Source: an optimization exercise on an open RTL-to-GDS flow (aim: small area). Production flows keep margins and buffers that such runs may drop.
The RTL was checked by simulation tests, not by an equivalence proof against the original design.
No activity file was given, so power comes from the tool's default toggle rates.

## flow/flow/abc_area.script

```
&get -n
&st
&dch -f
&nf -R 1000 -p
&put
mfs2 -W 10
&get -n
&st
&dch -f
&nf -R 1000 -p
&put
mfs2 -W 10
&get -n
&st
&dch -f
&nf -R 1000 -p
&put
mfs2 -W 10
strash
&get -n
&st
&dch -f
&nf -R 1000 -p
&put
buffer -c
topo
stime -c
upsize -c
dnsize -c
```

## flow/design.v

```verilog
`timescale 1ns / 1ps
module pim_system #(
    parameter int BUS_WIDTH_BITS           = 64,
    parameter int CMD_SIZE_BITS            = 64,
    parameter int FETCH_BUS_TRANSFERS      = 128,
    parameter int MACS_PER_CYCLE           = 16,
    parameter int PIM_BASE_LATENCY_CYCLES  = 20,
    parameter int FETCH_CYCLES             = 5,
    parameter int STORE_CYCLES             = 5,
    parameter int SEQUENCER_FIFO_DEPTH     = 4,
    parameter int MICROPROG_LEN_WORDS      = 4,
    parameter int ADDR_WIDTH_BITS          = 64,
    parameter int MEM_DEPTH_WORDS          = 1024
)(
    input  logic clk,
    input  logic rst_n,
    input  logic cpu_cmd_valid,
    input  logic [CMD_SIZE_BITS-1:0]  cpu_cmd_data,
    output logic cpu_cmd_ready,
    input  logic cpu_microprog_valid,
    input  logic [CMD_SIZE_BITS*MICROPROG_LEN_WORDS-1:0] cpu_microprog_data,
    output logic cpu_microprog_ack,
    input  logic cpu_execute_seq_valid,
    output logic cpu_execute_seq_ready,
    output logic pim_system_idle,
    output logic sequencer_busy_out
);
    localparam int CW = 13;    
    localparam int EW = 4*CW;  
    function automatic logic [CW-1:0] encode(input logic [63:0] w);
        logic c, b, r;
        c = (w[63:56] == 8'h03);
        b = (w[63:56] == 8'h01) || (w[63:56] == 8'h02) || (w[63:56] == 8'h04);
        r = |w[3:0];
        encode = {!c || (w[4] && r), w[15:6], c ? w[5] : b, c && (w[4] || r)};
    endfunction
    logic [EW-1:0] mem [0:3];
    logic [3:0] valid_q;
    logic [3:0] move;
    logic       ack_q;
    logic       empty, full, do_write, do_read;
    logic [EW-1:0] wdata;
    assign wdata = {encode(cpu_microprog_data[255:192]), encode(cpu_microprog_data[191:128]),
                    encode(cpu_microprog_data[127:64]),  encode(cpu_microprog_data[63:0])};
    assign empty    = (valid_q == 4'b0000);
    assign full     = (valid_q == 4'b1111);
    assign do_write = cpu_microprog_valid && !full;
    assign move[3] = do_read;
    assign move[2] = valid_q[2] && (!valid_q[3] || move[3]);
    assign move[1] = valid_q[1] && (!valid_q[2] || move[2]);
    assign move[0] = valid_q[0] && (!valid_q[1] || move[1]);
    always_ff @(posedge clk) begin
        if (do_write) mem[0] <= wdata;
        for (int k = 1; k < 4; k++)
            if (move[k-1]) mem[k] <= mem[k-1];
    end
    always_ff @(posedge clk or negedge rst_n) begin
        if (!rst_n) begin
            valid_q <= '0;
            ack_q   <= 1'b0;
        end else begin
            ack_q <= do_write;
            valid_q[0] <= do_write || (valid_q[0] && !move[0]);
            for (int k = 1; k < 4; k++)
                valid_q[k] <= move[k-1] || (valid_q[k] && !move[k]);
        end
    end
    logic [4:0] seq_q;
    logic [EW-1:0] prog_q;
    logic       seq_busy, seq_issue;
    logic       ctrl_busy, accept;
    assign seq_busy  = (seq_q != 5'd0);
    assign seq_issue = seq_q[4] && !seq_q[3] && !seq_q[0];
    assign do_read   = (seq_q == 5'd14);
    always_ff @(posedge clk) begin
        if (do_read) prog_q <= mem[3];
    end
    always_ff @(posedge clk or negedge rst_n) begin
        if (!rst_n)
            seq_q <= 5'd0;
        else if (!seq_busy)
            seq_q <= empty ? 5'd0 : 5'd6;
        else if (seq_q[4] && seq_q[3])
            seq_q <= 5'd0;
        else
            seq_q <= seq_q + {4'd0, !seq_q[4] || !ctrl_busy};
    end
    logic [12:0] ctr_q;
    logic        rnd_q;
    logic [CW-1:0] code;
    logic [12:0]   start;
    always_comb begin
        code = encode(cpu_cmd_data) & {CW{!seq_issue}};
        for (int k = 0; k < 4; k++)
            code = code | (prog_q[k*CW +: CW] & {CW{seq_issue && seq_q[2:1] == 2'(k)}});
    end
    logic special;
    assign special = code[12] && !code[0];
    assign start = !special ? {1'b1, ~code[11:0]} : code[1] ? 13'd8075 : 13'd19;
    assign ctrl_busy = (ctr_q != {8'd0, 4'b1100, rnd_q});
    assign accept    = !ctrl_busy && (seq_issue || cpu_cmd_valid);
    always_ff @(posedge clk or negedge rst_n) begin
        if (!rst_n) begin
            ctr_q <= 13'd24;
            rnd_q <= 1'b0;
        end else begin
            ctr_q <= accept ? start : ctr_q + {12'd0, ctrl_busy};
            if (accept) rnd_q <= code[12] && code[0];
        end
    end
    assign cpu_cmd_ready         = cpu_cmd_valid && !seq_issue && !ctrl_busy;
    assign cpu_microprog_ack     = ack_q;
    assign cpu_execute_seq_ready = !empty && !seq_busy;
    assign pim_system_idle       = !ctrl_busy && !seq_busy && empty;
    assign sequencer_busy_out    = seq_busy;
endmodule
```

## flow/standard.sh

```bash
#!/bin/bash
# synth_recipe.tcl (not shown) runs the flow's synth.tcl, then flattens the netlist and writes it again
# the make line also repeats each setting of config.mk as NAME=value (left out here)
make -C /OpenROAD-flow-scripts/flow DESIGN_CONFIG=/design/flow/config.mk WORK_HOME=/design/flow/orfs CLKGATE_MAP_FILE= SYNTH_SCRIPT=/design/flow/synth_recipe.tcl "${@:-finish}"
```

## flow/constraint.sdc

```tcl
create_clock -name core_clock -period 5.0 [get_ports {clk}]
set_input_delay 1.0000 -clock core_clock [delete_from_list [all_inputs] [get_ports {clk}]]
set_output_delay 1.0000 -clock core_clock [all_outputs]
set_load 0.01 [all_outputs]
```

## flow/config.mk

```make
export PLATFORM = sky130hd
export DESIGN_NAME = pim_system
export DESIGN_NICKNAME = pim_system
export VERILOG_FILES = /design/flow/design.v
export SDC_FILE = /design/flow/constraint.sdc
export NUM_CORES = 4
export LEC_CHECK = 0
export CAP_MARGIN = 20
export CORE_MARGIN = 2
export CORE_UTILIZATION = 70
export PLACE_DENSITY = 0.8
export SLEW_MARGIN = 20
```

## flow/flow/run.sh

```bash
#!/bin/bash
# The standard layout (standard.sh) with three changes:
#  - synthesis is the standard flow's synthesis script (synth_recipe.tcl, ORFS synth.tcl)
#    with only the ABC mapping script replaced by flow/abc_area.script
#    (area-oriented mapping plus don't-care optimisation, mfs2); the Yosys
#    passes, and so the registers and their names, are unchanged;
#  - port buffers are the smallest buffer, buf_1 (every port still gets one);
#  - clock tree synthesis builds its tree from clkbuf_8 and its leaves from
#    clkbuf_4 in clusters of at most 11 sinks, without dummy loads.
# The make run's output goes to standard.log; ORFS keeps each tool's own
# log under orfs/logs/.
set -euo pipefail
here=$(pwd)
sed "s#^source \$::env(SCRIPTS_DIR)/synth_preamble.tcl\$#&\nset abc_args [lreplace \$abc_args 1 1 $here/flow/abc_area.script]\nputs \"ABC script: [lindex \$abc_args 1]\"#" \
  "$FLOW_HOME/scripts/synth.tcl" > synth_abc.tcl
grep -q "flow/abc_area.script" synth_abc.tcl
sed "s#^source \$::env(SCRIPTS_DIR)/synth.tcl\$#source $here/synth_abc.tcl#" synth_recipe.tcl > own_synth.tcl
grep -q "source $here/synth_abc.tcl" own_synth.tcl
export BUFFER_PORTS_ARGS="-buffer_cell sky130_fd_sc_hd__buf_1"
export CTS_ARGS="-sink_clustering_enable -repair_clock_nets -dont_use_dummy_load -buf_list {sky130_fd_sc_hd__clkbuf_4 sky130_fd_sc_hd__clkbuf_8} -root_buf sky130_fd_sc_hd__clkbuf_8 -tree_buf sky130_fd_sc_hd__clkbuf_8 -sink_clustering_buffer sky130_fd_sc_hd__clkbuf_4 -sink_clustering_size 11 -sink_clustering_max_diameter 40"
bash standard.sh SYNTH_SCRIPT="$here/own_synth.tcl" finish > standard.log 2>&1
```

==> reports/metrics.csv, run 1 <==
stage,metric,value,unit
layout,fin_nets,988,
sta,setup_tns,0,ps
global_routing,antenna_found_initial,0,
synth,synthXorXnorAreaFrac,1.26,%
die,num_io_pins,330,
placement,globalplace.congestion,0.867,
layout,layout_commonest_cell,edfxtp_1,
setup_path,path_buf_inv,1,
synth,syn_area_per_cell,19.8,µm²
setup_path,cp.arrival,2280,ps
pwr,p_sw,1160,µW
global_routing,first_global_vias,4875,
setup_path,crit_family,simple AND/OR/NAND/NOR gates,
cts,htree_levels,2,
setup_path,crit_cells,4,
synth,synth_fp_nets,821,
synth,yosys_warnings,2,
cts,ctsRootBufferMaster,clkbuf_8,
flow_run,maxCapViolCount,0,
routing,finalWirelength,15.7,mm
synth,synth.area.mux_share,0.116,%
routing,first_pass_iters,5,
cts,clkTransAtPathRegs,100,ps
pwr,netSwitchingFraction,24.6,%
placement,hpwlAfterDp,10.7,mm
cts,holdBufCountCts,0,
pwr,seqPwrFrac,67.1,%
setup_path,crit_slowest_cell,dfstp_2,
setup_path,rr_startpoint,seq_q[3]$_DFF_PN0_,
setup_path,worstSetupStartpoint,ctr_q[3]$_DFF_PN1_,
synth,synth-seq-area-share,86.5,%
setup_path,rr_endpoint,ctr_q[12]$_DFF_PN0_,
setup_path,crit_path_cell_trace,nor4b_1 -> nand4_1 -> nor3b_1 -> buf_1,
routing,ant_nets,0,
routing,vias,4871,
pwr,p_clk_share,20.6,%
synth,synth_top_family_by_area,simple AND/OR/NAND/NOR gates,
cts,cts_setup_buffers,0,
sta,slew_headroom,38.6,%
layout,mostFrequentLayoutCells,"260 x edfxtp_1, 128 x buf_1, 29 x clkbuf_4",
global_routing,grt_max_degree,53,
die,core_area,0.0137,mm²
routing,drc,0,
setup_path,critPathKind,reg -> out,
sta,final_hold_viol_count,0,
cts,clk_latency,500,ps
setup_path,start_kind,flip-flop,
pwr,power_frac_comb,12.3,%
cts,cts-buffers-inserted,34,
layout,num-fill-cells,742,
pwr,p_per_area,437,mW/mm²
pwr,peakVddDrop,310,µV
setup_path,rr_worst_depth,11,
synth,synth-async-reset-ratio,8.45,%
layout,post-route-util,78.9,%
sta,period_share,65.7,%
sta,slew_violations,0,
synth,synth_cells,492,
die,floorplan.die_area,0.0148,mm²
setup_path,critPathMaxFanout,5,
synth,synthDistinctLibCells,46,
synth,synth_enable_flop_cells,260,
setup_path,critPathRequiredTime,4000,ps
layout,diodes,0,
setup_path,endpoint,pim_system_idle,
global_routing,overflow,0,
cts,cts.sinks,284,
sta,rsz0062_at_grt,false,
sta,max_freq,0.305,GHz
cts,clockBufferDepth,3,
synth,synthAdderAreaFrac,0.515,%
die,die_w,122,µm
synth,ys.flop_type,edfxtp_1,
sta,period_needed,3280,ps
synth,synth-seq-cells,284,
die,rows,43,
layout,fin_cells,837,
pwr,leakage,0.00344,µW
placement,placed_cells,802,
die,start_util,70.9,%
hold_path,min_path_type,reg -> reg,
routing,routedWlPerCell,18.7,µm
synth,yosys.area_share.simple,5.55,%
synth,syn_area,0.00972,mm²
sta,worst_pin_slew,919,ps
setup_path,cpPeakStageDelay,560,ps
routing,drt_iter0_drc,436,
sta,final.setup_skew,58.3,ps
pwr,internal_power,3570,µW
setup_path,r2r_setup_slack,1800,ps
die,die_h,122,µm
layout,drive_gt1_share,9.44,%
sta,setup_violations,0,
routing,routed_via_density,5.82,
setup_path,cp-end-kind,primary output,
layout,area_growth,11.4,%
cts,ctsResizeCount,0,
status,outcome,timing/DRC/antenna clean,
sta,hold_slack,378,ps
global_routing,grt_pass1_wl,24.0,mm
placement,port-buffer-count,128,
cts,tritoncts,built,
global_routing,grt_util_all_layers,21.9,%
synth,synth-compound-area-share,5.41,%
-- worst min path at each step --
stage | startpoint | endpoint | slack, ps | cells past startpoint
2_1_floorplan | mem[0][0]$_DFFE_PP_ | mem[1][0]$_DFFE_PP_ | 400 | 0
3_3_place_gp | mem[0][34]$_DFFE_PP_ | mem[1][34]$_DFFE_PP_ | 400 | 0
3_5_place_dp | mem[0][21]$_DFFE_PP_ | mem[1][21]$_DFFE_PP_ | 400 | 0
4_1_cts | mem[2][12]$_DFFE_PP_ | mem[3][12]$_DFFE_PP_ | 380 | 0
5_1_grt | mem[2][12]$_DFFE_PP_ | mem[3][12]$_DFFE_PP_ | 380 | 0
6_report | mem[2][12]$_DFFE_PP_ | mem[3][12]$_DFFE_PP_ | 380 | 0
-- flip-flops by register name (all words and copies together) (netlist names) --
| name | cells |
|---|---|
| ack_q | 1 |
| ctr_q | 13 |
| mem | 208 |
| prog_q | 52 |
| rnd_q | 1 |
| seq_q | 5 |
| valid_q | 4 |
-- stage by stage --
stage / power [µW] / area, µm² / worst slack [ps]
global placement: 3720 / 10500 / 1750
CTS: 4760 / 10800 / 1790
finish: 4730 / 10800 / 1720
floorplan: 3570 / 9740 / 184
detailed placement: 3800 / 10500 / 1630
global route: 4950 / 10800 / 1570
-- routing by layer --
metal,global-route usage (%),share of wire [%]
met1,26.3,37
met2,38.0,53
met3,4.07,6.4
met4,11.9,4.1
met5,0,0
-- logic make-up after synthesis --
| group | count (synthesis) |
|---|---|
| muxes | 1 |
| DFF | 284 |
| AOI/OAI and AO/OA | 75 |
| xor gates and xnor gates | 14 |
| adders and majority gates | 4 |
| and+or+nand+nor | 100 |
| buffers and inverters | 14 |
-- power by group through the flow --
| stage | registers, µW | logic [µW] | clock network, µW |
|---|---|---|---|
| 2_1_floorplan | 3180 | 390 | 0 |
| 3_3_place_gp | 3190 | 526 | 0 |
| 3_5_place_dp | 3220 | 573 | 0 |
| 4_1_cts | 3170 | 574 | 1020 |
| 5_1_grt | 3200 | 641 | 1100 |
| 6_report | 3170 | 583 | 974 |
-- cell type report --
cell class | count | area [µm²] | area share (%)
multi-input cells | 194 | 1300 | 12.0
clock buffers | 34 | 287 | 2.65
well taps | 180 | 225 | 2.08
repair buffers | 138 | 576 | 5.32
flip-flops and latches | 284 | 8410 | 77.7
inverters | 7 | 28.8 | 0.266
-- synth_stat cells, types with 2 or more instances --
cell type / n / share of area (%)
edfxtp_1: 260 / 80
nor2_1: 25 / 0.97
dfrtp_1: 22 / 5.7
nand2_1: 21 / 0.81
a21oi_1: 17 / 0.88
o21ai_0: 15 / 0.77
a222oi_1: 11 / 1.1
a22oi_1: 11 / 0.85
nor3_1: 9 / 0.46
or4_1: 8 / 0.62
xnor2_1: 7 / 0.63
xor2_1: 7 / 0.63
a21o_1: 6 / 0.46
clkbuf_1: 6 / 0.23
inv_1: 6 / 0.23
o22ai_1: 5 / 0.32
ha_1: 4 / 0.51
nand4b_1: 4 / 0.36
nor2b_1: 4 / 0.26
nor4_1: 4 / 0.26
a31oi_1: 3 / 0.19
and3_1: 3 / 0.19
nand3_1: 3 / 0.15
nand4_1: 3 / 0.19
nor3b_1: 3 / 0.23
nor4b_1: 3 / 0.27
dfstp_2: 2 / 0.54
or2_2: 2 / 0.13
==> run 2: changes to the inputs <==
--- a/flow/flow/abc_area.script
+++ b/flow/flow/abc_area.script
@@ -23,7 +23,3 @@
 &nf -R 1000 -p
 &put
-buffer -c
 topo
-stime -c
-upsize -c
-dnsize -c
==> run 2 against run 1 <==
- largest power group unchanged
- highest routed layer unchanged
- first-iteration DRC count is 1.4% lower
- register-to-register slack worse by 90 ps
- clock power fell by 3.4%
- power is 0.90% lower
- clock skew shrank 22 ps
- critical path type is now reg -> reg
- critical path depth is 8 higher
- sequential power about the same
==> reports/metrics.csv, run 2 <==
stage,metric,value,unit,change
cts,clk_latency,530,ps,+30 ps
global_routing,antenna_found_initial,0,,unchanged
layout,mostFrequentLayoutCells,"260 x edfxtp_1, 128 x buf_1, 28 x clkbuf_4",,
status,outcome,timing/DRC/antenna clean,,
die,rows,42,,-2.3%
sta,hold_slack,375,ps,-2.20 ps
placement,hpwlAfterDp,11.0,mm,+3.5%
pwr,leakage,0.00338,µW,-1.7%
routing,routedWlPerCell,19.7,µm,+5.3%
routing,ant_nets,0,,unchanged
synth,syn_area_per_cell,19.9,µm²,+0.76%
layout,reg_top3,"mem: 208 flops, prog_q: 52 flops, ctr_q: 13 flops",,
placement,port-buffer-count,128,,unchanged
cts,ctsResizeCount,0,,unchanged
sta,period_needed,3290,ps,+9.32 ps
sta,setup_slack,1710,ps,-9.32 ps
cts,htree_levels,1,,-1
synth,synthDistinctLibCells,36,,-22%
sta,setup_tns,0,ps,unchanged
routing,vias,4983,,+2.3%
cts,tritoncts,built,,
die,floorplan.die_area,0.0148,mm²,-0.65%
sta,period_share,65.9,%,+0.19 points
cts,ctsRootBufferMaster,clkbuf_8,,
placement,post-place-ws,1330,ps,-304 ps
synth,ys.flop_type,edfxtp_1,,
cts,cts_setup_buffers,0,,unchanged
synth,synth-seq-cells,284,,unchanged
routing,finalWirelength,16.3,mm,+4.4%
setup_path,start_kind,flip-flop,,
synth,synth_fp_nets,814,,-0.85%
sta,max_freq,0.304,GHz,-0.28%
cts,cts.sinks,284,,unchanged
setup_path,cp-end-kind,flip-flop,,
die,die_w,121,µm,-0.32%
hold_path,min_path_type,reg -> reg,,
synth,synth-seq-area-share,87.1,%,+0.58 points
die,core_area,0.0133,mm²,-2.7%
layout,drive_gt1_share,7.34,%,-2.1 points
global_routing,grt_pass1_wl,25.2,mm,+5.0%
global_routing,first_global_vias,5050,,+3.6%
sta,rsz0062_at_grt,false,,
synth,yosys_warnings,2,,unchanged
setup_path,cp.arrival,3680,ps,+1400 ps
sta,final_hold_viol_count,0,,unchanged
sta,slew_violations,0,,unchanged
synth,synth_enable_flop_cells,260,,unchanged
cts,holdBufCountCts,0,,unchanged
routing,routed_via_density,6.00,,+3.2%
layout,largest_register,mem,,
die,start_util,72.3,%,+1.5 points
synth,synth-async-reset-ratio,8.45,%,unchanged
routing,drt_iter0_drc,430,,-1.4%
layout,fin_cells,830,,-0.84%
synth,synth_top_area_share,80.8,%,+0.54 points
layout,num-fill-cells,707,,-4.7%
synth,yosys.area.top_type,edfxtp_1,,
layout,post-route-util,80.4,%,+1.5 points
routing,first_pass_iters,8,,+3
flow_run,maxCapViolCount,0,,unchanged
global_routing,overflow,0,,unchanged
global_routing,grt_util_all_layers,23.2,%,+1.3 points
cts,clkTransAtPathRegs,110,ps,about the same
synth,syn_area,0.00966,mm²,-0.67%
sta,setup_violations,0,,unchanged
layout,area_growth,11.2,%,
die,die_h,121,µm,-0.32%
routing,drc,0,,unchanged
setup_path,worstSetupStartpoint,seq_q[3]$_DFF_PN0_,,
sta,final.setup_skew,36.2,ps,-22.1 ps
setup_path,critPathKind,reg -> reg,,
setup_path,rr_startpoint,seq_q[3]$_DFF_PN0_,,
pwr,p_per_area,437,mW/mm²,about the same
synth,synthTopCellsByCount,"260 x edfxtp_1, 26 x nor2_1, 22 x dfrtp_1",,
cts,clockBufferDepth,3,,unchanged
setup_path,critPathRequiredTime,5390,ps,+1390 ps
layout,largest_reg_flops,208,,unchanged
placement,globalplace.congestion,0.866,,-0.14%
pwr,peakVddDrop,373,µV,+20%
die,num_io_pins,330,,unchanged
layout,diodes,0,,unchanged
sta,worst_pin_slew,819,ps,-100 ps
global_routing,grt_max_degree,54,,+1.9%
synth,synth_cells,485,,-1.4%
hold_path,min_from,mem[0][15]$_DFFE_PP_,,
placement,placed_cells,799,,-0.37%
cts,cts-buffers-inserted,31,,-8.8%
layout,fin_nets,985,,-0.30%
sta,slew_headroom,45.2,%,+6.6 points
synth,synth_most_common_cell,edfxtp_1,,
synth,synth_area_leaders,"edfxtp_1 81%, dfrtp_1 5.7%, a222oi_1 1.1%",,
setup_path,critPathMaxFanout,15,,+10
layout,layout_commonest_cell,edfxtp_1,,
-- run 2: cell types whose count changed in the layout (fill, tap and decap cells not counted), sizes merged --
cell,previous run,this run
inv,7,0
clkinv,0,7
nor2b,4,5
and2b,1,0
clkbuf,34,31
-- run 2: critical path, stage by stage, from the launching register on --
cell and delay, ps:
dfrtp_1 460, nor2_1 200, nand2_1 390, nor3b_1 400
buf_4 300, a22oi_1 100, o21ai_0 100, a221oi_1 100
nor2b_1 120, buf_4 190, clkinv_1 100, o21bai_1 480
o21ai_0 190
-- run 2: power breakdown --
part / internal (µW) / switching [µW] / leakage, µW / total (µW)
clock: 315 / 627 / 0.000150 / 941
sequential: 3010 / 170 / 0.00261 / 3180
combinational: 192 / 378 / 0.000627 / 570
-- run 2: worst paths after layout --
kind,end,slack [ps],cells past startpoint
setup / recovery,ctr_q[11]$_DFF_PN0_,1710,12
hold / removal,mem[1][15]$_DFFE_PP_,380,0
max in group asynchronous,ctr_q[3]$_DFF_PN1_,4280,2
min in group asynchronous,ctr_q[7]$_DFF_PN0_,420,2
hold reg to reg,mem[1][15]$_DFFE_PP_,380,0
setup reg to reg,ctr_q[11]$_DFF_PN0_,1710,12
-- run 2: layout make-up --
type	instances	area [µm²]	area share, %
Tap cell	176	220	2.05
Timing Repair Buffer	138	556	5.17
Clock buffer	31	251	2.34
Sequential cell	284	8410	78.3
Inverter	7	26.3	0.245
Multi-Input combinational cell	194	1270	11.8
-- run 2: per-stage QoR --
step                total power, µW  cell area, µm²
floorplan                      3540            9680
global placement               3710           10500
detailed placement             3800           10500
CTS                            4720           10700
global route                   4880           10700
finish                         4690           10700
-- run 2: cell families after synthesis --
logic type | Yosys count | synth area share (%)
AND/OR/NAND/NOR | 100 | 5.47
flip-flops | 284 | 87.1
adder cells (fa/ha/maj) | 4 | 0.518
AO/OA/AOI/OAI | 75 | 5.26
buffers and inverters | 7 | 0.272
multiplexers | 1 | 0.117
XOR/XNOR | 14 | 1.27
-- run 2: routing by layer --
| metal | GRT usage (%) | up-vias | share of wire, % |
|---|---|---|---|
| met5 | 0 | - | 0 |
| met4 | 8.91 | 0 | 2.9 |
| met3 | 4.46 | 42 | 8.3 |
| met2 | 41.3 | 280 | 52 |
| met1 | 28.3 | 2382 | 37 |
| li1 | - | 2279 | - |
==> run 3: changes to the inputs <==
--- a/flow/flow/abc_area.script
+++ b/flow/flow/abc_area.script
@@ -1,2 +1,6 @@
+&get -n
+&st
+&dc2
+&put
 &get -n
 &st
@@ -23,3 +27,10 @@
 &nf -R 1000 -p
 &put
+mfs2 -W 10
+strash
+&get -n
+&st
+&dch -f
+&nf -R 1000 -p
+&put
 topo
==> run 3 against run 2 <==
- clock power is 2% lower
- sequential power is 14% lower
- final cell count is 0.24% lower
- clock skew is 16 ps higher
- power is 17% lower
- final area is 0.42% lower
- fmax is 14% lower
- hold slack better by 15 ps
- critical path depth is 1 lower
- critical endpoint is now ctr_q[7]$_DFF_PN0_
- largest power group unchanged
==> reports/metrics.csv, run 3 <==
stage,metric,value,unit,change
cts,ctsResizeCount,0,,unchanged
die,die_h,121,µm,about the same
sta,max_freq,0.262,GHz,-14%
placement,port-buffer-count,128,,unchanged
layout,mostFrequentLayoutCells,"260 x edfxtp_1, 128 x buf_1, 34 x nand2_1",,
routing,drt_iter0_drc,381,,-11%
pwr,p_clk_share,23.9,%,+3.8 points
setup_path,cp-end-kind,flip-flop,,
global_routing,overflow,0,,unchanged
setup_path,crit_path_cell_trace,nor2_1 -> nand2_1 -> nor3b_1 -> buf_4 -> a221o_1 -> a221oi_1 -> nor2b_1 -> buf_4 -> or2_0 -> nor2b_1 -> o21ai_0,,
synth,synth_cells,484,,-0.21%
layout,fin_nets,983,,-0.20%
layout,num-fill-cells,684,,-3.3%
pwr,seqPwrFrac,70.9,%,+3.1 points
layout,layout_commonest_cell,edfxtp_1,,
pwr,internal_power,3080,µW,-12%
setup_path,crit_cells,11,,-1
routing,drc,0,,unchanged
setup_path,critPathKind,reg -> reg,,
sta,rsz0062_at_grt,false,,
setup_path,rr_startpoint,seq_q[0]$_DFF_PN0_,,
layout,fin_cells,828,,-0.24%
synth,synthDistinctLibCells,37,,+2.8%
synth,synth_enable_flop_cells,260,,unchanged
pwr,peakVddDrop,279,µV,-25%
routing,ant_nets,0,,unchanged
layout,post-route-util,80.1,%,-0.34 points
layout,largest_reg_flops,208,,unchanged
synth,synth-async-reset-ratio,8.45,%,unchanged
layout,reg_top3,"mem: 208 flops, prog_q: 52 flops, ctr_q: 13 flops",,
synth,synth_area_leaders,"edfxtp_1 81%, dfrtp_1 5.7%, nand2_1 1.3%",,
setup_path,rr_endpoint,ctr_q[7]$_DFF_PN0_,,
cts,htree_levels,1,,unchanged
cts,ctsRootBufferMaster,clkbuf_8,,
setup_path,crit_slowest_cell,nor3b_1,,
sta,worst_pin_slew,700,ps,-119 ps
cts,cts_setup_buffers,0,,unchanged
sta,slew_violations,0,,unchanged
layout,diodes,0,,unchanged
layout,drive_gt1_share,7.21,%,-0.13 points
sta,setup_violations,0,,unchanged
synth,syn_area,0.00964,mm²,-0.19%
global_routing,grt_max_degree,55,,+1.9%
placement,post-place-ws,1290,ps,-39.8 ps
sta,period_needed,3810,ps,+520 ps
layout,largest_register,mem,,
synth,syn_area_per_cell,19.9,µm²,about the same
setup_path,cpPeakStageDelay,680,ps,+200 ps
routing,vias,4812,,-3.4%
global_routing,grt_pass1_wl,24.1,mm,-4.4%
sta,final.setup_skew,52.3,ps,+16.1 ps
placement,hpwlAfterDp,10.8,mm,-1.8%
flow_run,maxCapViolCount,0,,unchanged
setup_path,crit_family,simple AND/OR/NAND/NOR gates,,
sta,final_hold_viol_count,0,,unchanged
pwr,leakage,0.00342,µW,+1.0%
die,rows,42,,unchanged
setup_path,path_buf_inv,2,,-1
cts,cts-buffers-inserted,31,,unchanged
synth,synth_top_area_share,81.0,%,+0.16 points
setup_path,start_kind,flip-flop,,
sta,period_share,76.3,%,+10 points
synth,yosys.area.top_type,edfxtp_1,,
setup_path,critPathMaxFanout,16,,+1
pwr,p_sw,798,µW,-32%
cts,tritoncts,built,,
sta,slew_headroom,53.4,%,+8.1 points
die,core_area,0.0133,mm²,unchanged
routing,first_pass_iters,5,,-3
sta,setup_tns,0,ps,unchanged
die,num_io_pins,330,,unchanged
die,floorplan.die_area,0.0147,mm²,-0.19%
synth,synth-seq-cells,284,,unchanged
synth,synth_fp_nets,813,,-0.12%
cts,holdBufCountCts,0,,unchanged
setup_path,cp.arrival,4150,ps,+470 ps
cts,clkTransAtPathRegs,110,ps,about the same
placement,globalplace.congestion,0.887,,+2.5%
global_routing,grt_util_all_layers,22.1,%,-1.1 points
pwr,power_frac_comb,5.2,%,-7.0 points
sta,setup_slack,1190,ps,-520 ps
synth,yosys_warnings,2,,unchanged
synth,synth_most_common_cell,edfxtp_1,,
sta,hold_slack,391,ps,+15.4 ps
synth,ys.flop_type,edfxtp_1,,
routing,routedWlPerCell,18.8,µm,-4.5%
layout,area_growth,10.9,%,
setup_path,rr_worst_depth,11,,-1
status,outcome,timing/DRC/antenna clean,,
placement,placed_cells,797,,-0.25%
hold_path,min_from,mem[1][7]$_DFFE_PP_,,
setup_path,r2r_setup_slack,1190,ps,-520 ps
synth,synthTopCellsByCount,"260 x edfxtp_1, 34 x nand2_1, 22 x dfrtp_1",,
cts,cts.sinks,284,,unchanged
die,die_w,121,µm,about the same
cts,clockBufferDepth,3,,unchanged
routing,finalWirelength,15.6,mm,-4.8%
global_routing,first_global_vias,4872,,-3.5%
global_routing,antenna_found_initial,0,,unchanged
setup_path,critPathRequiredTime,5340,ps,-50 ps
cts,clk_latency,540,ps,about the same
pwr,netSwitchingFraction,20.6,%,-4.5 points
pwr,p_per_area,363,mW/mm²,-17%
setup_path,worstSetupStartpoint,seq_q[0]$_DFF_PN0_,,
routing,routed_via_density,5.81,,-3.2%
setup_path,endpoint,ctr_q[7]$_DFF_PN0_,,
die,start_util,72.2,%,-0.14 points
hold_path,min_path_type,reg -> reg,,
synth,synth-seq-area-share,87.3,%,+0.17 points
==> run 3: cell count changes in the layout (fill, tap and decap cells not counted), moves of 3 or more <==
cell | previous run | this run
a21oi_1 | 17 | 9
xor2_1 | 7 | 11
clkinv_1 | 7 | 2
o22ai_1 | 5 | 0
nor3_1 | 9 | 19
nand4b_1 | 4 | 0
o21ai_0 | 15 | 9
o21a_1 | 0 | 4
nand3_1 | 3 | 7
nand2b_1 | 1 | 4
nand2_1 | 21 | 34
or4_1 | 9 | 5
nor2_1 | 26 | 21
==> run 3: power by group through the flow <==
stage	sequential, µW	clock (µW)	combinational (µW)
4_1_cts	2750	959	202
2_1_floorplan	2780	0	114
5_1_grt	2760	1060	224
6_report	2750	926	200
3_3_place_gp	2790	0	178
3_5_place_dp	2800	0	202
==> run 3: per-stage QoR <==
stage               cell area (µm²)  power (µW)
floorplan                      9660        2900
finish                        10700        3880
global placement              10400        2970
CTS                           10700        3910
global route                  10700        4040
detailed placement            10400        3000
==> run 3: worst min-delay path by stage <==
stage	cells past startpoint	endpoint	slack, ps
floorplan	0	mem[1][0]$_DFFE_PP_	400
global placement	0	mem[2][22]$_DFFE_PP_	400
detailed placement	0	mem[1][17]$_DFFE_PP_	400
CTS	0	mem[2][7]$_DFFE_PP_	400
global route	0	mem[2][7]$_DFFE_PP_	400
finish	0	mem[2][7]$_DFFE_PP_	390
==> run 3: logic make-up (layout without fill, tap and decap cells) <==
logic type                 count (synthesis)  after routing  synth area share, %
DFF                                      284            284                 87.3
buffers and inverters                      2            170               0.0779
xor gates and xnor gates                  16             16                 1.45
and+or+nand+nor                          114            114                 5.80
muxes                                      2              2                0.221
AOI/OAI and AO/OA                         62             62                 4.66
adders and majority gates                  4              4                0.519
==> run 3: cell type report <==
class	count	area, µm²	area share (%)
repair buffers	137	548	5.13
well taps	176	220	2.06
multi-input cells	198	1250	11.7
inverters	2	7.51	0.0702
clock buffers	31	251	2.35
flip-flops and latches	284	8410	78.7
==> run 3: metal layers <==
metal	up-vias	routed length [µm]	global-route usage (%)
met5	-	0	0
met4	0	466	9.05
met1	2287	5850	27.8
li1	2251	-	-
met3	38	1080	4.18
met2	236	8170	38.3
==> run 4: changes to the inputs <==
--- a/flow/design.v
+++ b/flow/design.v
@@ -98,14 +98,14 @@
     assign special = code[12] && !code[0];
     assign start = !special ? {1'b1, ~code[11:0]} : code[1] ? 13'd8075 : 13'd19;
-    assign ctrl_busy = (ctr_q != {8'd0, 4'b1100, rnd_q});
+    logic ctrl_on_q;
+    assign ctrl_busy = ctrl_on_q && (ctr_q != {8'd0, 4'b1100, rnd_q});
     assign accept    = !ctrl_busy && (seq_issue || cpu_cmd_valid);
     always_ff @(posedge clk or negedge rst_n) begin
-        if (!rst_n) begin
-            ctr_q <= 13'd24;
-            rnd_q <= 1'b0;
-        end else begin
-            ctr_q <= accept ? start : ctr_q + {12'd0, ctrl_busy};
-            if (accept) rnd_q <= code[12] && code[0];
-        end
+        if (!rst_n)      ctrl_on_q <= 1'b0;
+        else if (accept) ctrl_on_q <= 1'b1;
+    end
+    always_ff @(posedge clk) begin
+        ctr_q <= accept ? start : ctr_q + {12'd0, ctrl_busy};
+        if (accept) rnd_q <= code[12] && code[0];
     end
     assign cpu_cmd_ready         = cpu_cmd_valid && !seq_issue && !ctrl_busy;
--- a/flow/config.mk
+++ b/flow/config.mk
@@ -9,4 +9,4 @@
 export CORE_MARGIN = 2
 export CORE_UTILIZATION = 70
-export PLACE_DENSITY = 0.8
+export PLACE_DENSITY = 0.9
 export SLEW_MARGIN = 20
==> run 4 against run 3 <==
- die area down 0.49%
- wire length grew 10%
- register-to-register slack improved by 210 ps
- largest cell class unchanged
- clock skew fell by 17 ps
==> reports/metrics.csv, run 4 <==
stage,metric,value,unit,change
status,outcome,timing/DRC/antenna clean,,
synth,synth-seq-cells,285,,+0.35%
hold_path,min_path_cells,0,,unchanged
synth,synth-async-reset-ratio,3.86,%,-4.6 points
routing,drc,0,,unchanged
setup_path,critPathRequiredTime,5350,ps,about the same
cts,ctsRootBufferMaster,clkbuf_8,,
synth,synth_cells,484,,unchanged
cts,cts.sinks,285,,+0.35%
placement,port-buffer-count,128,,unchanged
layout,largest_reg_flops,208,,unchanged
layout,fin_nets,981,,-0.20%
synth,ys.flop_type,edfxtp_1,,
placement,hpwlAfterDp,11.6,mm,+7.5%
layout,mostFrequentLayoutCells,"261 x edfxtp_1, 128 x buf_1, 33 x nand2_1",,
sta,rsz0062_at_grt,false,,
synth,syn_area_per_cell,19.8,µm²,-0.51%
die,floorplan.die_area,0.0147,mm²,-0.49%
placement,placed_area,0.0104,mm²,-0.61%
sta,setup_tns,0,ps,unchanged
hold_path,min_path_type,reg -> reg,,
synth,synthTopCellsByCount,"261 x edfxtp_1, 33 x nand2_1, 26 x nor2_1",,
routing,routed_via_density,6.02,,+3.5%
cts,cts_setup_buffers,0,,unchanged
global_routing,first_global_vias,5034,,+3.3%
layout,reg_top3,"mem: 208 flops, prog_q: 52 flops, ctr_q: 13 flops",,
sta,period_share,72.1,%,-4.2 points
flow_run,maxCapViolCount,0,,unchanged
sta,period_needed,3600,ps,-208 ps
routing,finalWirelength,17.2,mm,+10%
setup_path,critPathKind,reg -> reg,,
die,die_w,121,µm,-0.25%
synth,synth-seq-area-share,87.3,%,about the same
die,rows,42,,unchanged
synth,synth_area_leaders,"edfxtp_1 82%, dfrtp_1 2.9%, dfxtp_1 2.7%",,
sta,final.setup_skew,35.6,ps,-16.7 ps
routing,drt_iter0_drc,422,,+11%
cts,cts-buffers-inserted,31,,unchanged
pwr,internal_power,3160,µW,+2.7%
global_routing,grt_busiest_layer,met2,,
pwr,leakage,0.00338,µW,-1.2%
layout,drive_gt1_share,6.62,%,-0.59 points
sta,worst_pin_slew,1060,ps,+358 ps
setup_path,rr_worst_depth,11,,unchanged
pwr,power_frac_comb,8.8,%,+3.6 points
layout,num-fill-cells,645,,-5.7%
global_routing,grt_util_all_layers,23.8,%,+1.7 points
cts,htree_levels,1,,unchanged
cts,ctsResizeCount,0,,unchanged
pwr,p_sw,908,µW,+14%
synth,synth_top_area_share,81.7,%,+0.73 points
synth,synth_most_common_cell,edfxtp_1,,
synth,yosys.area.top_type,edfxtp_1,,
setup_path,cp.arrival,3960,ps,-190 ps
pwr,seqPwrFrac,68.3,%,-2.6 points
routing,ant_nets,0,,unchanged
sta,slew_violations,0,,unchanged
global_routing,overflow,0,,unchanged
layout,post-route-util,80.0,%,-0.11 points
cts,clk_latency,540,ps,about the same
cts,holdBufCountCts,0,,unchanged
global_routing,grt_max_degree,53,,-3.6%
routing,vias,4987,,+3.6%
routing,first_pass_iters,6,,+1
layout,largest_register,mem,,
global_routing,grt_pass1_wl,25.4,mm,+5.7%
layout,area_growth,10.9,%,about the same
global_routing,use_met2,42.1,%,+3.8 points
setup_path,start_kind,flip-flop,,
synth,synth_fp_nets,813,,unchanged
layout,layout_commonest_cell,edfxtp_1,,
setup_path,r2r_setup_slack,1400,ps,+210 ps
pwr,p_per_area,383,mW/mm²,+5.6%
synth,synthDistinctLibCells,36,,-2.7%
sta,max_freq,0.277,GHz,+5.8%
synth,syn_area,0.00959,mm²,-0.51%
global_routing,grt_use_met1,27.9,%,+0.038 points
sta,final_hold_viol_count,0,,unchanged
setup_path,cp-end-kind,flip-flop,,
sta,slew_headroom,29.3,%,-24 points
layout,final_cell_area,0.0106,mm²,-0.53%
die,start_util,72.1,%,-0.082 points
pwr,netSwitchingFraction,22.3,%,+1.7 points
die,die_h,121,µm,-0.25%
pwr,p_clk_share,23.0,%,-0.9 points
sta,setup_violations,0,,unchanged
pwr,peakVddDrop,288,µV,+2.9%
global_routing,grt_util_met3,3.48,%,-0.70 points
setup_path,critPathMaxFanout,9,,-7
die,num_io_pins,330,,unchanged
synth,yosys_warnings,2,,unchanged
die,core_area,0.0133,mm²,-0.39%
routing,routedWlPerCell,20.7,µm,+10%
cts,tritoncts,built,,
synth,synth_enable_flop_cells,261,,+0.38%
cts,clockBufferDepth,3,,unchanged
cts,clkTransAtPathRegs,110,ps,about the same
placement,globalplace.congestion,0.854,,-3.7%
global_routing,antenna_found_initial,3,,+3
==> run 4: kinds of logic (layout without fill, tap and decap cells) <==
group                      after synthesis  in the layout  synth area share [%]
DFF                                    285            285                  87.3
and+or+nand+nor                        112            112                  5.61
other                                    0              3                     0
AOI/OAI and AO/OA                       64             64                  4.93
xor gates and xnor gates                14             14                  1.28
muxes                                    2              2                 0.222
buffers and inverters                    3            169                 0.117
adders and majority gates                4              4                 0.522
==> run 4: path summary, 6_finish.rpt <==
check,start,end
max,seq_q[3]$_DFF_PN0_,ctr_q[11]$_DFF_P_
min,mem[0][39]$_DFFE_PP_,mem[1][39]$_DFFE_PP_
max reg2reg,seq_q[3]$_DFF_PN0_,ctr_q[11]$_DFF_P_
min reg2reg,mem[0][39]$_DFFE_PP_,mem[1][39]$_DFFE_PP_
max in group asynchronous,rst_n,ack_q$_DFF_PN0_
min in group asynchronous,rst_n,seq_q[3]$_DFF_PN0_
==> run 4: critical path: stages, from the launching register on <==
cell and delay (ps):
dfrtp_1 450, nor2_1 180, and2_0 350, nand2_1 90, nor2_1 500, buf_4 290
a22oi_1 80, o21ai_0 90, a221oi_1 90, nor2b_1 730, a211o_1 420, o22ai_1 140
==> run 4: through the flow <==
step	std cells	hold WS [ps]	power, µW	worst slack, ps
CTS	826	384	4090	1460
floorplan	484	400	3030	511
finish	829	388	4070	1400
global route	829	391	4240	1160
detailed placement	795	405	3180	1290
global placement	795	402	3150	1400
==> run 4: final cells by class <==
cell class	instances	area, µm²	share of cell area (%)
sequential	285	8370	78.7
multi-input combinational	196	1240	11.6
timing repair buffer	135	533	5.01
clock buffer	31	251	2.36
tap	176	220	2.07
inverter	3	11.3	0.106
antenna	3	7.51	0.0706
==> run 4: metal layers <==
| layer | part of all wire, % | vias up | wire length, µm |
|---|---|---|---|
| met5 | 0 | - | 0 |
| met4 | 5.6 | 0 | 954 |
| met3 | 7.6 | 62 | 1310 |
| met2 | 53 | 303 | 9060 |
| met1 | 34 | 2361 | 5840 |
| li1 | - | 2261 | - |
==> run 4: power by group through the flow <==
stage / combinational (µW) / clock (µW) / sequential, µW
2_1_floorplan: 221 / 0 / 2810
3_3_place_gp: 329 / 0 / 2820
3_5_place_dp: 352 / 0 / 2830
4_1_cts: 354 / 962 / 2780
5_1_grt: 391 / 1060 / 2790
6_report: 356 / 935 / 2780
==> run 5: changes to the inputs <==
--- a/flow/config.mk
+++ b/flow/config.mk
@@ -9,4 +9,4 @@
 export CORE_MARGIN = 2
 export CORE_UTILIZATION = 70
-export PLACE_DENSITY = 0.9
+export PLACE_DENSITY = 0.8
 export SLEW_MARGIN = 20
==> run 5 against run 4 <==
- utilization decreased by 0.056 points
- critical endpoint is now ctr_q[12]$_DFF_P_
- final area hardly changed
- critical path type unchanged
- sequential share of layout area is 0.056 points higher
- still clean
- global-route usage is 1.5 points lower
- count of clock-buffer cells in the layout is the same
- hold slack improved by 6.4 ps
==> reports/metrics.csv, run 5 <==
stage,metric,value,unit,change
status,outcome,timing/DRC/antenna clean,,
flow_run,maxCapViolCount,0,,unchanged
sta,slew_violations,0,,unchanged
layout,fin_nets,981,,unchanged
synth,yosys.area.top_type,edfxtp_1,,
routing,routedWlPerCell,18.9,µm,-8.5%
synth,synth_top_area_share,81.7,%,unchanged
synth,syn_area_per_cell,19.8,µm²,unchanged
global_routing,first_global_vias,4903,,-2.6%
cts,cts-buffers-inserted,31,,unchanged
layout,diodes,0,,-3
synth,ys.flop_type,edfxtp_1,,
cts,ctsRootBufferMaster,clkbuf_8,,
sta,setup_tns,0,ps,unchanged
routing,vias,4813,,-3.5%
routing,drt_iter0_drc,543,,+29%
placement,hpwlAfterDp,10.7,mm,-8.2%
die,rows,42,,unchanged
synth,synth-seq-cells,285,,unchanged
placement,globalplace.congestion,0.820,,-4.0%
layout,largest_reg_flops,208,,unchanged
placement,port-buffer-count,128,,unchanged
layout,layout_commonest_cell,edfxtp_1,,
cts,holdBufCountCts,0,,unchanged
synth,synth_most_common_cell,edfxtp_1,,
routing,first_pass_iters,8,,+2
synth,synth_fp_nets,813,,unchanged
synth,synth-seq-area-share,87.3,%,unchanged
sta,rsz0062_at_grt,false,,
placement,post-place-ws,1330,ps,+43.3 ps
global_routing,grt_util_met3,3.24,%,-0.23 points
die,floorplan.die_area,0.0147,mm²,unchanged
sta,setup_violations,0,,unchanged
cts,ctsResizeCount,0,,unchanged
die,start_util,72.1,%,unchanged
sta,worst_pin_slew,1040,ps,-21.0 ps
sta,slew_headroom,30.6,%,+1.4 points
cts,clockBufferDepth,3,,unchanged
pwr,peakVddDrop,265,µV,-8.0%
layout,reg_top3,"mem: 208 flops, prog_q: 52 flops, ctr_q: 13 flops",,
cts,cts_setup_buffers,0,,unchanged
layout,num-fill-cells,675,,+4.7%
sta,setup_slack,1540,ps,+142 ps
cts,cts.sinks,285,,unchanged
synth,yosys_warnings,2,,unchanged
setup_path,critPathKind,reg -> reg,,
cts,clk_latency,520,ps,-20 ps
die,num_io_pins,330,,unchanged
setup_path,critPathMaxFanout,15,,+6
sta,final_hold_viol_count,0,,unchanged
sta,final.setup_skew,40.3,ps,+4.73 ps
global_routing,antenna_found_initial,0,,-3
synth,syn_area,0.00959,mm²,unchanged
setup_path,cp.arrival,3800,ps,-160 ps
routing,routed_via_density,5.83,,-3.1%
sta,period_needed,3460,ps,-142 ps
setup_path,crit_path_cell_trace,nand2_1 -> nor2_1 -> buf_4 -> a22oi_1 -> o21ai_0 -> a221oi_1 -> nor2b_1 -> a211o_1 -> o21ai_0,,
die,core_area,0.0133,mm²,unchanged
die,die_w,121,µm,unchanged
sta,period_share,69.2,%,-2.8 points
global_routing,grt_pass1_wl,24.3,mm,-4.5%
layout,mostFrequentLayoutCells,"261 x edfxtp_1, 128 x buf_1, 33 x nand2_1",,
synth,synthTopCellsByCount,"261 x edfxtp_1, 33 x nand2_1, 26 x nor2_1",,
layout,largest_register,mem,,
cts,clkTransAtPathRegs,120,ps,about the same
synth,synthDistinctLibCells,36,,unchanged
cts,htree_levels,1,,unchanged
setup_path,critPathRequiredTime,5330,ps,-20 ps
cts,tritoncts,built,,
setup_path,start_kind,flip-flop,,
global_routing,overflow,0,,unchanged
setup_path,crit_slowest_cell,nor2b_1,,
die,die_h,121,µm,unchanged
setup_path,crit_path_frequent_cell,o21ai_0,,
synth,synth-async-reset-ratio,3.86,%,unchanged
routing,finalWirelength,15.6,mm,-8.8%
synth,synth_area_leaders,"edfxtp_1 82%, dfrtp_1 2.9%, dfxtp_1 2.7%",,
global_routing,grt_use_met1,28.4,%,+0.52 points
global_routing,grt_busiest_layer,met2,,
layout,drive_gt1_share,6.62,%,unchanged
layout,area_growth,10.8,%,about the same
global_routing,grt_max_degree,55,,+3.8%
global_routing,use_met2,38.8,%,-3.3 points
sta,max_freq,0.289,GHz,+4.1%
pwr,p_per_area,380,mW/mm²,-0.60%
setup_path,cpPeakStageDelay,740,ps,about the same
synth,synth_cells,484,,unchanged
setup_path,cp-end-kind,flip-flop,,
pwr,leakage,0.00338,µW,about the same
global_routing,grt_util_all_layers,22.3,%,-1.5 points
synth,synth_enable_flop_cells,261,,unchanged
routing,ant_nets,0,,unchanged
hold_path,min_path_type,reg -> reg,,
routing,drc,0,,unchanged
run 5: cell counts after synthesis:
No cell type changed its count.
run 5: per-stage QoR:
stage	util, %	instance area, µm²	hold WS, ps	total power, µW	cells
floorplan	-	9610	400	3030	484
global placement	78.0	10400	401	3140	795
detailed placement	78.0	10400	405	3170	795
CTS	79.9	10600	399	4080	826
global route	79.9	10600	395	4230	826
finish	79.9	10600	395	4040	826
run 5: cell families after synthesis:
kind of cell / Yosys count / share of synthesized area [%]
xor gates and xnor gates: 14 / 1.28
DFF: 285 / 87.3
and+or+nand+nor: 112 / 5.61
buffers and inverters: 3 / 0.117
AOI/OAI and AO/OA: 64 / 4.93
adders and majority gates: 4 / 0.522
muxes: 2 / 0.222
run 5: path summary, 6_finish.rpt:
path                                      start                    to  slack (ps)  depth (start not counted)
setup / recovery             seq_q[4]$_DFF_PN0_     ctr_q[12]$_DFF_P_        1540                          9
hold / removal             mem[2][48]$_DFFE_PP_  mem[3][48]$_DFFE_PP_         390                          0
setup reg to reg             seq_q[4]$_DFF_PN0_     ctr_q[12]$_DFF_P_        1540                          9
hold reg to reg            mem[2][48]$_DFFE_PP_  mem[3][48]$_DFFE_PP_         390                          0
max in group asynchronous                 rst_n  valid_q[2]$_DFF_PN0_        4110                          1
min in group asynchronous                 rst_n    seq_q[2]$_DFF_PN0_         450                          1
run 5: final cells by class:
cell class	count	area (µm²)	share of cell area [%]
sequential	285	8370	78.8
timing repair buffer	135	533	5.02
inverter	3	11.3	0.106
multi-input combinational	196	1240	11.6
clock buffer	31	251	2.37
tap	176	220	2.07
run 5: power breakdown:
part | switching (µW) | internal, µW
sequential | 76.2 | 2700
clock | 604 | 315
combinational | 199 | 147
total | 880 | 3160
run 5: worst max-delay path, delay by kind of cell (launching register included):
kind	cells	cell delay, ps
DFF	1	460
and+or+nand+nor	3	1370
buffers and inverters	1	230
AOI/OAI and AO/OA	5	1190
run 5: routing by layer:
layer	vias up	part of all wire, %
met5	-	0
met4	0	3.1
met3	37	6.0
met2	226	53
met1	2293	38
li1	2257	-
==> run 6: changes to the inputs <==
--- a/flow/flow/run.sh
+++ b/flow/flow/run.sh
@@ -7,5 +7,5 @@
 #  - port buffers are the smallest buffer, buf_1 (every port still gets one);
 #  - clock tree synthesis builds its tree from clkbuf_8 and its leaves from
-#    clkbuf_4 in clusters of at most 11 sinks, without dummy loads.
+#    clkbuf_4 in clusters of at most 10 sinks, without dummy loads.
 # The make run's output goes to standard.log; ORFS keeps each tool's own
 # log under orfs/logs/.
@@ -18,4 +18,4 @@
 grep -q "source $here/synth_abc.tcl" own_synth.tcl
 export BUFFER_PORTS_ARGS="-buffer_cell sky130_fd_sc_hd__buf_1"
-export CTS_ARGS="-sink_clustering_enable -repair_clock_nets -dont_use_dummy_load -buf_list {sky130_fd_sc_hd__clkbuf_4 sky130_fd_sc_hd__clkbuf_8} -root_buf sky130_fd_sc_hd__clkbuf_8 -tree_buf sky130_fd_sc_hd__clkbuf_8 -sink_clustering_buffer sky130_fd_sc_hd__clkbuf_4 -sink_clustering_size 11 -sink_clustering_max_diameter 40"
+export CTS_ARGS="-sink_clustering_enable -repair_clock_nets -dont_use_dummy_load -buf_list {sky130_fd_sc_hd__clkbuf_4 sky130_fd_sc_hd__clkbuf_8} -root_buf sky130_fd_sc_hd__clkbuf_8 -tree_buf sky130_fd_sc_hd__clkbuf_8 -sink_clustering_buffer sky130_fd_sc_hd__clkbuf_4 -sink_clustering_size 10 -sink_clustering_max_diameter 40"
 bash standard.sh SYNTH_SCRIPT="$here/own_synth.tcl" finish > standard.log 2>&1
--- a/flow/config.mk
+++ b/flow/config.mk
@@ -6,7 +6,7 @@
 export NUM_CORES = 4
 export LEC_CHECK = 0
-export CAP_MARGIN = 20
+export CAP_MARGIN = 0
 export CORE_MARGIN = 2
 export CORE_UTILIZATION = 70
 export PLACE_DENSITY = 0.8
-export SLEW_MARGIN = 20
+export SLEW_MARGIN = 0
==> run 6 against run 5 <==
- still clean
- die area unchanged
- combinational power increased by 1%
- utilization is 0.30 points higher
- register-to-register slack is essentially flat
- setup slack got worse by 5.4 ps
- clock power rose by 8.7%
- synthesized cell count stayed put
- via count is 0.66% higher
- sequential share of layout area decreased by 0.30 points
==> reports/metrics.csv, run 6 <==
stage,metric,value,unit,change
global_routing,first_global_vias,4932,,+0.59%
synth,synth-seq-cells,285,,unchanged
layout,diodes,0,,unchanged
die,start_util,72.1,%,unchanged
layout,fin_cells,830,,+0.48%
synth,synth_cells,484,,unchanged
placement,port-buffer-count,128,,unchanged
routing,routed_via_density,5.84,,+0.18%
sta,worst_pin_slew,1250,ps,+209 ps
cts,htree_levels,2,,+1
flow_run,maxCapViolCount,0,,unchanged
global_routing,overflow,0,,unchanged
synth,synthAdderAreaFrac,0.522,%,unchanged
routing,first_pass_iters,7,,-1
synth,synth_most_common_cell,edfxtp_1,,
layout,final_cell_area,0.0107,mm²,+0.38%
die,core_area,0.0133,mm²,unchanged
layout,layout_commonest_cell,edfxtp_1,,
hold_path,min_path_type,reg -> reg,,
setup_path,cp.arrival,3790,ps,about the same
cts,cts_setup_buffers,0,,unchanged
setup_path,start_kind,flip-flop,,
routing,ant_nets,0,,unchanged
die,die_h,121,µm,unchanged
layout,largest_reg_flops,208,,unchanged
cts,clockBufferDepth,3,,unchanged
setup_path,r2r_setup_slack,1530,ps,about the same
synth,synthDistinctLibCells,36,,unchanged
placement,placed_area,0.0104,mm²,unchanged
cts,clk_latency,510,ps,about the same
routing,finalWirelength,15.9,mm,+1.5%
hold_path,min_path_cells,0,,unchanged
global_routing,grt_max_degree,55,,unchanged
sta,setup_tns,0,ps,unchanged
layout,mostFrequentLayoutCells,"261 x edfxtp_1, 128 x buf_1, 33 x nand2_1",,
die,num_io_pins,330,,unchanged
die,floorplan.die_area,0.0147,mm²,unchanged
routing,vias,4845,,+0.66%
pwr,peakVddDrop,290,µV,+9.8%
pwr,leakage,0.00340,µW,+0.67%
cts,cts-buffers-inserted,35,,+13%
setup_path,rr_worst_depth,12,,+3
placement,hpwlAfterDp,10.7,mm,unchanged
synth,syn_area,0.00959,mm²,unchanged
routing,drc,0,,unchanged
synth,syn_area_per_cell,19.8,µm²,unchanged
global_routing,grt_util_all_layers,22.9,%,+0.57 points
routing,drt_iter0_drc,459,,-15%
layout,largest_register,mem,,
synth,synth_fp_nets,813,,unchanged
cts,ctsResizeCount,0,,unchanged
sta,period_share,69.3,%,+0.11 points
hold_path,min_from,mem[2][35]$_DFFE_PP_,,
setup_path,critPathKind,reg -> reg,,
synth,ys.flop_type,edfxtp_1,,
synth,synth-async-reset-ratio,3.86,%,unchanged
pwr,p_per_area,387,mW/mm²,+1.7%
setup_path,rr_endpoint,ctr_q[2]$_DFF_P_,,
synth,synth_area_leaders,"edfxtp_1 82%, dfrtp_1 2.9%, dfxtp_1 2.7%",,
synth,yosys_warnings,2,,unchanged
synth,synth_top_area_share,81.7,%,unchanged
hold_path,worstHoldEndpoint,mem[3][35]$_DFFE_PP_,,
cts,cts.sinks,285,,unchanged
layout,area_growth,11.2,%,
placement,placed_cells,795,,unchanged
placement,globalplace.congestion,0.820,,unchanged
synth,synth-seq-area-share,87.3,%,unchanged
synth,yosys.area_share.simple,5.61,%,unchanged
setup_path,cp-end-kind,flip-flop,,
setup_path,critPathMaxFanout,15,,unchanged
die,rows,42,,unchanged
setup_path,critPathRequiredTime,5320,ps,about the same
sta,max_freq,0.288,GHz,-0.15%
cts,holdBufCountCts,0,,unchanged
layout,num-fill-cells,666,,-1.3%
global_routing,grt_pass1_wl,24.5,mm,+0.99%
layout,fin_nets,985,,+0.41%
sta,slew_headroom,17.0,%,-14 points
setup_path,rr_startpoint,seq_q[3]$_DFF_PN0_,,
sta,final_hold_viol_count,0,,unchanged
cts,clkTransAtPathRegs,110,ps,about the same
synth,yosys.area.top_type,edfxtp_1,,
synth,synthTopCellsByCount,"261 x edfxtp_1, 33 x nand2_1, 26 x nor2_1",,
layout,reg_top3,"mem: 208 flops, prog_q: 52 flops, ctr_q: 13 flops",,
die,die_w,121,µm,unchanged
synth,synth.area.mux_share,0.222,%,unchanged
global_routing,antenna_found_initial,0,,unchanged
layout,post-route-util,80.2,%,+0.30 points
sta,setup_violations,0,,unchanged
sta,slew_violations,0,,unchanged
sta,final.setup_skew,42.4,ps,+2.11 ps
sta,rsz0062_at_grt,false,,
synth,synth_top_family_by_area,simple AND/OR/NAND/NOR gates,,
status,outcome,timing/DRC/antenna clean,,
routing,routedWlPerCell,19.1,µm,+1.0%
synth,synth-compound-area-share,4.93,%,unchanged
sta,period_needed,3470,ps,+5.36 ps
layout,drive_gt1_share,7.19,%,+0.57 points
cts,tritoncts,built,,
cts,ctsRootBufferMaster,clkbuf_8,,
synth,synthXorXnorAreaFrac,1.28,%,unchanged
synth,synth_enable_flop_cells,261,,unchanged
==> run 6: cell type report <==
class | instances | area [µm²] | share of cell area (%)
clock buffer | 35 | 294 | 2.76
multi-input combinational | 196 | 1230 | 11.6
inverter | 3 | 11.3 | 0.106
sequential | 285 | 8370 | 78.5
timing repair buffer | 135 | 533 | 5.00
tap | 176 | 220 | 2.06
==> run 6: per-stage QoR <==
stage | hold slack (ps) | power [µW] | setup WS [ps]
after global placement | 401 | 3140 | 1370
after floorplan | 400 | 3030 | 511
after global routing | 407 | 4310 | 1290
final | 393 | 4130 | 1530
after CTS | 394 | 4160 | 1580
after detailed placement | 405 | 3170 | 1330
==> run 6: logic make-up after synthesis <==
group / after synthesis
and+or+nand+nor: 112
buffers and inverters: 3
AOI/OAI and AO/OA: 64
xor gates and xnor gates: 14
muxes: 2
DFF: 285
adders and majority gates: 4
==> run 6: how the worst max path moves through the flow <==
stage	from	endpoint	slack, ps	cells past startpoint
2_1_floorplan	seq_q[2]$_DFF_PN0_	mem[2][0]$_DFFE_PP_	510	5
3_3_place_gp	cpu_cmd_data[1]	ctr_q[5]$_DFF_P_	1370	10
3_5_place_dp	cpu_cmd_data[1]	ctr_q[12]$_DFF_P_	1330	8
4_1_cts	seq_q[3]$_DFF_PN0_	ctr_q[2]$_DFF_P_	1580	12
5_1_grt	seq_q[3]$_DFF_PN0_	ctr_q[2]$_DFF_P_	1290	12
6_report	seq_q[3]$_DFF_PN0_	ctr_q[2]$_DFF_P_	1530	12
==> run 6: where the power goes <==
part	internal [µW]	switching (µW)	leakage [µW]
combinational	147	203	0.000660
clock	371	628	0.000174
sequential	2700	77.2	0.00257
total	3220	908	0.00340
==> run 6: critical path: stages, from the launching register on <==
cell and delay [ps]:
dfrtp_1 430, nor2_1 90, nand2_1 460, nor2_1 130
buf_4 230, a22oi_1 180, o21ai_0 130, a221oi_1 320
nor2b_1 740, nand2b_1 310, a221oi_1 80, nand2_1 100
o21ai_0 90
==> run 6: routing by layer <==
layer | up-vias | share of wire, % | routed length [µm] | GRT usage (%)
met5 | - | 0 | 0 | 0
met3 | 37 | 6.8 | 1080 | 4.04
met1 | 2281 | 37 | 5900 | 28.2
li1 | 2274 | - | - | -
met4 | 0 | 3.3 | 522 | 11.0
met2 | 253 | 53 | 8370 | 39.6
==> run 7: changes to the inputs <==
--- a/flow/config.mk
+++ b/flow/config.mk
@@ -6,7 +6,7 @@
 export NUM_CORES = 4
 export LEC_CHECK = 0
-export CAP_MARGIN = 0
+export CAP_MARGIN = 20
 export CORE_MARGIN = 2
 export CORE_UTILIZATION = 70
 export PLACE_DENSITY = 0.8
-export SLEW_MARGIN = 0
+export SLEW_MARGIN = 20
==> run 7 against run 6 <==
- clock power is essentially flat
- power about the same
- utilization about the same
- sequential power hardly changed
- fmax increased by 0.69%
- synthesized area stayed put
- hold slack better by 2.1 ps
- critical endpoint unchanged
- largest power group unchanged
- highest routed layer unchanged
==> reports/metrics.csv, run 7 <==
stage,metric,value,unit,change
placement,hpwlAfterDp,10.7,mm,unchanged
layout,num-fill-cells,665,,-0.15%
layout,final_cell_area,0.0107,mm²,about the same
sta,final_hold_viol_count,0,,unchanged
synth,syn_area,0.00959,mm²,unchanged
setup_path,cp-end-kind,flip-flop,,
layout,reg_top3,"mem: 208 flops, prog_q: 52 flops, ctr_q: 13 flops",,
cts,tritoncts,built,,
global_routing,grt_max_degree,55,,unchanged
pwr,leakage,0.00340,µW,about the same
die,die_h,121,µm,unchanged
synth,synth-async-reset-ratio,3.86,%,unchanged
synth,synth_cells,484,,unchanged
cts,clockBufferDepth,3,,unchanged
hold_path,min_path_cells,0,,unchanged
die,die_w,121,µm,unchanged
pwr,netSwitchingFraction,22.0,%,-0.036 points
pwr,seqPwrFrac,67.3,%,about the same
setup_path,critPathRequiredTime,5330,ps,about the same
layout,diodes,0,,unchanged
synth,syn_area_per_cell,19.8,µm²,unchanged
die,floorplan.die_area,0.0147,mm²,unchanged
sta,period_needed,3440,ps,-23.9 ps
sta,slew_headroom,30.0,%,+13 points
layout,largest_register,mem,,
pwr,power_frac_comb,8.5,%,about the same
synth,synth-seq-cells,285,,unchanged
synth,synth_fp_nets,813,,unchanged
synth,synth_area_leaders,"edfxtp_1 82%, dfrtp_1 2.9%, dfxtp_1 2.7%",,
sta,setup_tns,0,ps,unchanged
routing,ant_nets,0,,unchanged
routing,vias,4861,,+0.33%
layout,area_growth,11.3,%,about the same
pwr,p_clk_share,24.2,%,about the same
synth,synth-seq-area-share,87.3,%,unchanged
global_routing,grt_pass1_wl,24.5,mm,unchanged
setup_path,cpPeakStageDelay,730,ps,about the same
die,rows,42,,unchanged
pwr,p_sw,906,µW,-0.22%
die,num_io_pins,330,,unchanged
setup_path,crit_slowest_cell,nor2b_1,,
sta,final.setup_skew,40.6,ps,-1.85 ps
cts,holdBufCountCts,0,,unchanged
setup_path,crit_path_cell_trace,nor2_1 -> nand2_1 -> nor2_1 -> buf_4 -> a22oi_1 -> o21ai_0 -> a221oi_1 -> nor2b_1 -> nand2b_1 -> a221oi_1 -> nand2_1 -> o21ai_0,,
placement,placed_area,0.0104,mm²,unchanged
cts,htree_levels,2,,unchanged
setup_path,critPathKind,reg -> reg,,
die,start_util,72.1,%,unchanged
placement,globalplace.congestion,0.820,,unchanged
synth,synth_top_area_share,81.7,%,unchanged
placement,port-buffer-count,128,,unchanged
setup_path,cp.arrival,3770,ps,-20 ps
routing,drc,0,,unchanged
sta,slew_violations,0,,unchanged
cts,ctsRootBufferMaster,clkbuf_8,,
cts,cts.sinks,285,,unchanged
synth,yosys.area.top_type,edfxtp_1,,
layout,layout_commonest_cell,edfxtp_1,,
cts,cts-buffers-inserted,35,,unchanged
flow_run,maxCapViolCount,0,,unchanged
global_routing,overflow,0,,unchanged
sta,setup_violations,0,,unchanged
pwr,p_per_area,387,mW/mm²,about the same
cts,clkTransAtPathRegs,110,ps,about the same
synth,yosys_warnings,2,,unchanged
global_routing,first_global_vias,4932,,unchanged
synth,ys.flop_type,edfxtp_1,,
cts,cts_setup_buffers,0,,unchanged
routing,drt_iter0_drc,459,,unchanged
layout,mostFrequentLayoutCells,"261 x edfxtp_1, 128 x buf_1, 33 x nand2_1",,
sta,worst_pin_slew,1050,ps,-200 ps
sta,period_share,68.9,%,-0.48 points
layout,drive_gt1_share,7.19,%,unchanged
routing,routedWlPerCell,19.1,µm,-0.12%
sta,rsz0062_at_grt,false,,
synth,synth_enable_flop_cells,261,,unchanged
layout,largest_reg_flops,208,,unchanged
synth,synth_most_common_cell,edfxtp_1,,
global_routing,grt_util_all_layers,22.9,%,unchanged
die,core_area,0.0133,mm²,unchanged
synth,synthDistinctLibCells,36,,unchanged
routing,finalWirelength,15.9,mm,-0.12%
global_routing,antenna_found_initial,0,,unchanged
setup_path,start_kind,flip-flop,,
setup_path,critPathMaxFanout,15,,unchanged
synth,synthTopCellsByCount,"261 x edfxtp_1, 33 x nand2_1, 26 x nor2_1",,
routing,first_pass_iters,6,,-1
cts,ctsResizeCount,0,,unchanged
cts,clk_latency,510,ps,about the same
setup_path,rr_worst_depth,12,,unchanged
status,outcome,timing/DRC/antenna clean,,
sta,max_freq,0.290,GHz,+0.69%
pwr,peakVddDrop,290,µV,about the same
pwr,internal_power,3220,µW,about the same
hold_path,min_path_type,reg -> reg,,
routing,routed_via_density,5.86,,+0.33%
layout,fin_nets,985,,unchanged
-- run 7: cell types whose count changed in the layout (fill, tap and decap cells not counted) --
| cell | before | now |
|---|---|---|
| and2_2 | 2 | 0 |
| and2_4 | 0 | 2 |
-- run 7: layer usage --
metal	up-vias	GRT usage [%]	routed length, µm	share of wire, %
met5	-	0	0	0
met4	0	11.0	545	3.4
met3	39	4.04	1030	6.5
met2	267	39.6	8330	52
met1	2279	28.2	5960	38
li1	2276	-	-	-
-- run 7: stage by stage --
step           power [µW]  setup slack [ps]  utilization (%)  std cells  hold slack (ps)
5_1_grt              4310              1290             80.2        830              407
6_report             4130              1560             80.2        830              395
2_1_floorplan        3030               511                -        484              400
3_3_place_gp         3140              1370             78.0        795              401
4_1_cts              4160              1580             80.2        830              394
3_5_place_dp         3170              1330             78.0        795              405
-- run 7: cells by family after synthesis --
logic type / share of synthesized area, %
xor gates and xnor gates: 1.28
buffers and inverters: 0.117
AOI/OAI and AO/OA: 4.93
adders and majority gates: 0.522
DFF: 87.3
and+or+nand+nor: 5.61
muxes: 0.222
-- run 7: final cells by class --
cell class / instances / area (µm²) / area share, %
sequential: 285 / 8370 / 78.5
multi-input combinational: 196 / 1240 / 11.6
timing repair buffer: 135 / 533 / 5.00
clock buffer: 35 / 294 / 2.76
tap: 176 / 220 / 2.06
inverter: 3 / 11.3 / 0.106
-- run 7: worst paths after layout --
kind | start | slack [ps] | end
max in group asynchronous | rst_n | 4110 | seq_q[3]$_DFF_PN0_
min in group asynchronous | rst_n | 460 | seq_q[2]$_DFF_PN0_
min reg2reg | mem[2][35]$_DFFE_PP_ | 400 | mem[3][35]$_DFFE_PP_
max | seq_q[3]$_DFF_PN0_ | 1560 | ctr_q[2]$_DFF_P_
max reg2reg | seq_q[3]$_DFF_PN0_ | 1560 | ctr_q[2]$_DFF_P_
min | mem[2][35]$_DFFE_PP_ | 400 | mem[3][35]$_DFFE_PP_
-- run 7: critical path, delay by kind of cell (launching register included) --
kind	cells	cell delay, ps
AOI/OAI and AO/OA	5	790
buffers and inverters	1	230
DFF	1	430
and+or+nand+nor	6	1820
-- run 7: power groups by stage --
stage,clock (µW),combinational (µW),sequential (µW)
final,999,349,2780
after global routing,1130,388,2790
after CTS,1040,349,2780
after detailed placement,0,344,2830
after global placement,0,325,2820
after floorplan,0,221,2810

## what the ideal ports hide
How much do the figures lean on ideal ports? The routed layouts below were timed once more, with nothing changed but the port constraints.
Step 1, drivers: a clkbuf_16 drives clk and a buf_2 each remaining input, both assumed.
Step 2 moves the port delays by t, midway between the first and last clock arrival at a register: inputs arrive t later, outputs are due t later. That takes back most of the time a late clock gives input paths.
Slacks: no drivers / after step 1 / after step 2; pairs: no drivers / after step 1.
run | t (ns) | setup WS [ns] | worst setup path after step 2 | worst register clock-pin slew, ns
run 1 | 0.504 | 1.717 / 1.683 / 1.582 | input to register | 0.11 / 0.11
run 2 | 0.554 | 1.707 / 1.707 / 1.318 | input to register | 0.11 / 0.11
run 3 | 0.547 | 1.187 / 1.187 / 1.187 | register to register | 0.12 / 0.12
run 4 | 0.551 | 1.396 / 1.396 / 1.267 | input to register | 0.11 / 0.11
run 5 | 0.538 | 1.538 / 1.538 / 1.306 | input to register | 0.12 / 0.12
run 6 | 0.526 | 1.533 / 1.533 / 1.280 | input to register | 0.11 / 0.11
run 7 | 0.528 | 1.557 / 1.557 / 1.308 | input to register | 0.11 / 0.11
After both steps every run listed still meets setup and hold. For run 2, which loses most, drivers alone change the setup slack by 0.000 ns; drivers and shift together by -0.389 ns.
